Source: an optimization exercise on an open RTL-to-GDS flow (aim: small area, a short achievable clock period and few clock cycles). Production flows keep margins and buffers that such runs may drop. Where RTL was checked, it was by simulation tests only, not by an equivalence proof against the original. No driver is modelled on the clock port, so clocking that relies on it looks cheaper here than on a real chip. Power figures rest on the tool's default switching activity, not on a simulated workload.

// RISC
module RISC(clk, rst, imem_addr, imem_rdata, dmem_addr, dmem_wdata, dmem_we, dmem_rdata);
export LEC_CHECK = 0
export CAP_MARGIN = 20
export CORE_MARGIN = 2
export CORE_UTILIZATION = 40
export CTS_CLUSTER_DIAMETER = 80
export CTS_CLUSTER_SIZE = 25
export SETUP_SLACK_MARGIN = 1.0
export SLEW_MARGIN = 20
export SYNTH_HIERARCHICAL = 1
create_clock -name core_clock -period 11.0 [get_ports {clk}]
standard.sh (not shown) runs the stock make flow with config.mk's settings and CLKGATE_MAP_FILE= SYNTH_SCRIPT=/design/flow/synth_recipe.tcl, a recipe that flattens the netlist after the stock synthesis.
==> flow/flow/run.sh <==
#!/bin/bash
# Layout flow: the standard synthesis, then the standard ORFS steps with
# timing repair aimed below the clock period (SETUP_SLACK_MARGIN, in ns),
# one more repair pass after CTS (flow/post_cts.tcl), plain buffers on the
# ports, and the standard.sh to write out/final.def. Each tool's output
# goes to a log file here; ORFS's per-step logs are under orfs/logs.
set -euo pipefail
MARGIN=$(cat flow/margin.txt)
EXTRA=$(cat flow/extra_margin.txt)
bash standard.sh synth > synth_standard.log 2>&1
make -C "$FLOW_HOME" DESIGN_CONFIG="$FLOW_CONFIG" WORK_HOME="$PWD/orfs" \
  CLKGATE_MAP_FILE= SYNTH_SCRIPT="$PWD/synth_recipe.tcl" \
  SETUP_SLACK_MARGIN="$MARGIN" \
  BUFFER_PORTS_ARGS="-buffer_cell sky130_fd_sc_hd__buf_2" \
  POST_CTS_TCL="$PWD/flow/post_cts.tcl" EXTRA_MARGIN="$EXTRA" \
  finish > make_finish.log 2>&1
bash standard.sh finish > write_def.log 2>&1
==> flow/flow/extra_margin.txt <==
7.7
==> flow/flow/margin.txt <==
7.5
==> flow/flow/post_cts.tcl <==
# One more setup-repair pass after CTS, aimed EXTRA_MARGIN ns below the
# clock period: the standard pass stops early on this design.
set_propagated_clock [all_clocks]
estimate_parasitics -placement
repair_timing -setup -setup_margin $::env(EXTRA_MARGIN) -verbose
detailed_placement
check_placement -verbose
The first run completed with no timing, DRC or antenna violations.
Change:
--- a/flow/design.v
+++ b/flow/design.v
@@ -727,25 +727,21 @@
 		e_fb    <= e_w & (e_rd == d_rs2) & ~d_imm;
 		e_fs    <= e_w & (e_rd == d_rs2);
 	end
 	wire [31:0] A  = e_fa ? m_res : e_a;
 	wire [31:0] B  = e_imm   ? {{11{e_off[20]}}, e_off} :
 	                 e_fb    ? (m_res ^ {32{e_sub}}) : (e_b ^ {32{e_binv}});
 	wire [31:0] R2 = e_fs ? m_res : e_b;                     
 	wire [31:0] sum;
 	wire        eq;
 	addc32 u_alu(.a(A), .b(B), .ci(e_sub), .s(sum));
-	wire        eq_ab, eq_mb, eq_am;
-	eq32  u_eqab(.a(e_a), .b(e_b), .eq(eq_ab));
-	eq32  u_eqmb(.a(m_res), .b(e_b), .eq(eq_mb));
-	eq32  u_eqam(.a(e_a), .b(m_res), .eq(eq_am));
-	assign eq = e_fa ? (e_fs | eq_mb) : (e_fs ? eq_am : eq_ab);
+	eq32  u_eq(.a(A), .b(R2), .eq(eq));
 	wire        taken  = e_jal | (e_br & eq);
 	wire [31:0] pcn_off, pcn_inc;
 	add32 u_pcoff(.a(e_pcn), .b({{11{e_off[20]}}, e_off}), .s(pcn_off));
 	inc32 u_pcinc(.a(e_pcn), .s(pcn_inc));
 	wire [31:0] pcn_next = taken ? pcn_off : pcn_inc;
 	assign      e_mis  = e_valid & e_br & ~e_pt & eq;
 	wire [31:0] lres = e_jal ? e_pcn :
 	                   e_xor ? (A ^ B) :
 	                   e_or  ? (A | B) : (A & B);
 	wire [31:0] res;
- The new run completed without violations
- hold slack stays flat
- first-iteration DRC count goes up by a few percent
- design area came out lower slightly
- die area fell slightly
- synthesized cell count drops by a few percent
- core utilization barely changes
- routed wire length decreases slightly
- fmax barely changes
- clock power is about the same
- global-route usage drops by 0.11 points
- area after synthesis fell slightly
No functional check of the RTL was part of any run of this note.

* * *

RISC, a different RTL version from the one above (not shown whole).
For scale: roughly 4,600 cells after synthesis, ~1,300 flip-flops, roughly 61,000 µm² of cells after synthesis.
Settings: LEC_CHECK=0, CAP_MARGIN=20, CORE_MARGIN=2, CORE_UTILIZATION=50, CTS_CLUSTER_DIAMETER=80, CTS_CLUSTER_SIZE=25, PLACE_DENSITY=0.7, SETUP_SLACK_MARGIN=1.0, SLEW_MARGIN=20, SYNTH_HIERARCHICAL=1; clock period 11.0 ns.
==> flow/flow/extra_margin.txt <==
7.9
==> flow/flow/margin.txt <==
7.7
Scripts as last shown in full above: flow/flow/run.sh, flow/flow/post_cts.tcl
Testbench counts at the start, summed over its fixed seeds: cycles 103,493.
==> next run, changes <==
--- a/flow/design.v
+++ b/flow/design.v
@@ -715,21 +715,21 @@
 	add10 u_fbr (.a(fpc_seq), .b({ins[29:25], ins[11:8], 1'b0}), .s(fpc_br));
 	wire [9:0] fpc_pred, fpc_next;
 	sel4x10 u_fpred(.s0(stall), .d0(fpc),
 	                .s1(~stall & f_jal), .d1(fpc_jal), .s2(~stall & f_bs), .d2(fpc_br),
 	                .s3(~stall & ~f_jal & ~f_bs), .d3(fpc_seq), .y(fpc_pred));
 	wire [9:0] fpc_alt;
 	wire       f_own;
 	mux10 u_falt(.s(e_mis), .d1(e_btgt), .d0(d_btgt), .y(fpc_alt));
 	g_nor2 u_fown(.a(e_mis), .b(d_take), .y(f_own));
 	mux10 u_fnext(.s(f_own), .d1(fpc_pred), .d0(fpc_alt), .y(fpc_next));
-	always @(posedge clk or posedge rst)
+	always @(posedge clk)
 		if (rst)
 			fpc <= 10'd0;
 		else
 			fpc <= fpc_next;
 	assign imem_addr = {22'd0, fpc};
 	always @(posedge clk or posedge rst)
 		if (rst)
 			d_valid <= 1'b0;
 		else if (e_mis | ~stall)
 			d_valid <= ~e_mis & ~d_take;
After rerunning: Total power goes down by 4.7%. Utilization falls by 0.18 points. Die area barely changes. Setup slack is better by 0.078 ns. Area after synthesis barely changes. Sequential cell count is unchanged. Design area falls by 0.32%. Final cell count stays flat. Clock skew is higher by 0.0077 ns. Worst hold slack improved by 0.025 ns. Routed wire length barely changes. Register-to-register slack degrades by 0.04 ns.
Function not checked in the second run of this note: the RTL went through the layout flow alone.

* * *

Setup of before:
Another version of the RTL of RISC (not shown whole).
Size: roughly 4,700 cells after synthesis, ~0.062 mm2 of cells after synthesis.
export LEC_CHECK = 0
export CAP_MARGIN = 20
export CORE_MARGIN = 2
export CORE_UTILIZATION = 50
export CTS_CLUSTER_DIAMETER = 80
export CTS_CLUSTER_SIZE = 25
export PLACE_DENSITY = 0.7
export SETUP_SLACK_MARGIN = 1.0
export SLEW_MARGIN = 20
export SYNTH_HIERARCHICAL = 1
create_clock -name core_clock -period 11.0 [get_ports {clk}]
Scripts as last shown in full above: flow/flow/run.sh, flow/flow/extra_margin.txt, flow/flow/margin.txt, flow/flow/post_cts.tcl
> inputs changed (before -> after)
--- a/flow/design.v
+++ b/flow/design.v
@@ -853,29 +853,30 @@
 	always @(posedge clk or posedge rst)
 		if (rst)
 			e_pcn <= 32'd1;
 		else if (e_valid)
 			e_pcn <= pcn_next;
 	always @(posedge clk or posedge rst)
 		if (rst)
 		begin
 			m_res  <= 32'd0;       
+			m_we   <= 1'b0;
 			m_wr   <= 1'b0;
 			m_load <= 1'b0;
 		end
 		else
 		begin
 			m_res  <= res;
+			m_we   <= e_valid & e_store;
 			m_wr   <= e_w;
 			m_load <= e_load;
 		end
 	always @(posedge clk)
 	begin
-		m_we   <= e_valid & e_store;
 		m_sd   <= R2;
 		m_rd   <= e_rd;
 		m_addr <= res;
 	end
 	assign dmem_addr  = m_addr;
 	assign dmem_wdata = m_sd;
 	assign dmem_we    = m_we;
 endmodule
Findings:
- after | status: complete | timing, DRC, antenna: pass
- Going from before to after, the total global-route track usage was found to have gone down by 0.51 points.
- In after the routed wire length turned out 1.5% lower than in before.
- after against before: sequential share of the synthesized area flat, first-pass GRT wire length down about 1.3%.
- Compared with before, in after fraction of layout instances using a drive strength above 1 went down by 0.46 points, worst setup slack went up by 0.029 ns, routed metal-1 wirelength went down by 0.63%.
Testbench counts of after, summed over its fixed seeds: cycles 103,493.
Only the layout flow was run in before; the RTL was not checked for function there.

* * *

== run 1 ==
RISC with an RTL version that a note above also has.
Size in the first run: about 4600 cells after synthesis, ~1300 flip-flops, roughly 160 I/O pins.
export LEC_CHECK = 0
export CAP_MARGIN = 20
export CORE_MARGIN = 2
export CORE_UTILIZATION = 40
export CTS_CLUSTER_DIAMETER = 80
export CTS_CLUSTER_SIZE = 25
export SETUP_SLACK_MARGIN = 1.0
export SLEW_MARGIN = 20
export SYNTH_HIERARCHICAL = 1
create_clock -name core_clock -period 11.0 [get_ports {clk}]
Scripts as last shown in full above: flow/flow/run.sh, flow/flow/extra_margin.txt, flow/flow/margin.txt, flow/flow/post_cts.tcl
Testbench counts of run 1, summed over its fixed seeds: cycles 103,493.
### run 1 -> run 2
diff --git a/flow/design.v b/flow/design.v
--- a/flow/design.v
+++ b/flow/design.v
@@ -721,19 +721,25 @@
 	wire       f_own;
 	mux10 u_falt(.s(e_mis), .d1(e_btgt), .d0(d_btgt), .y(fpc_alt));
 	g_nor2 u_fown(.a(e_mis), .b(d_take), .y(f_own));
 	mux10 u_fnext(.s(f_own), .d1(fpc_pred), .d0(fpc_alt), .y(fpc_next));
 	always @(posedge clk or posedge rst)
 		if (rst)
 			fpc <= 10'd0;
 		else
 			fpc <= fpc_next;
-	assign imem_addr = {22'd0, fpc};
+	reg  [9:0]  fpc_o;
+	always @(posedge clk)
+		if (rst)
+			fpc_o <= 10'd0;
+		else
+			fpc_o <= fpc_next;
+	assign imem_addr = {22'd0, fpc_o};
 	always @(posedge clk or posedge rst)
 		if (rst)
 			d_valid <= 1'b0;
 		else if (e_mis | ~stall)
 			d_valid <= ~e_mis & ~d_take;
 	always @(posedge clk)
 		if (!stall)
 		begin
 			d_ins  <= ins;
==> comparison <==
- In the reports for run 2 and run 1, the larger total power belongs to run 2.
- On combinational power, the lower figure sits with run 1, not run 2.
- Relative to run 1, worst hold slack decreased by 0.0087 ns in run 2.
- On fraction of the cycle the final worst path needs, run 2 and run 1 are neck and neck.
- First-pass GRT wire length: run 1 vs run 2, no meaningful difference
- Run 2 vs. run 1: count of fill cells added during filler insertion lost about 0.8%; setup slack picked up an extra 0.014 ns; sequential share of layout area lost 0.86 points; clock network latency to the later pin of the worst-skew pair lost 0.02 ns.
- On run 2: share of power burned in the clock network is 1.1 points higher than what run 1 gave.
- Run 2 ended with more slew at the pin with the worst max-slew slack than run 1.
- Diff run 1..run 2 | overall die height | negligible
- Run 2 ended with less overall routed net length than run 1.
For run 2, only the layout was checked, not whether the RTL still works.

==> separate check: timing with driven ports <==
The flow's constraints put no driver on any port. The routed layouts listed below were extracted and timed again, unchanged, in two steps.
Step 1 sets driving cells, clkbuf_16 on the clock port and buf_2 on the other inputs (assumed; they add their load-dependent delay and slew).
Step 2, shift: input delay + t, output delay - t, t = (earliest + latest rising clock arrival at the registers) / 2. This alone moves slack from input paths to output paths.
Three values: ideal, step 1, step 2; two values: the first two.
| run | t (ns) | slack for setup (ns) | worst register clock-pin slew, ns |
|---|---|---|---|
| the first run of note 1 | 0.794 | 7.497 / 7.425 / 6.912 | 0.10 / 0.10 |
| the second run of note 1 | 0.773 | 7.504 / 7.427 / 6.960 | 0.10 / 0.10 |
| the first run of note 2 | 0.773 | 7.524 / 7.445 / 6.975 | 0.11 / 0.11 |
| the second run of note 2 | 0.758 | 7.603 / 7.526 / 6.879 | 0.10 / 0.10 |
| before | 0.765 | 7.587 / 7.513 / 6.940 | 0.10 / 0.10 |
| after | 0.761 | 7.616 / 7.548 / 6.932 | 0.11 / 0.11 |
| run 1 | 0.788 | 7.508 / 7.431 / 7.068 | 0.10 / 0.10 |
| run 2 | 0.788 | 7.522 / 7.445 / 6.928 | 0.10 / 0.10 |
After both steps setup and hold are still met in every run listed. The setup slack of the second run of note 2, which loses most, moves by -0.077 ns with the drivers and by -0.724 ns with both steps.
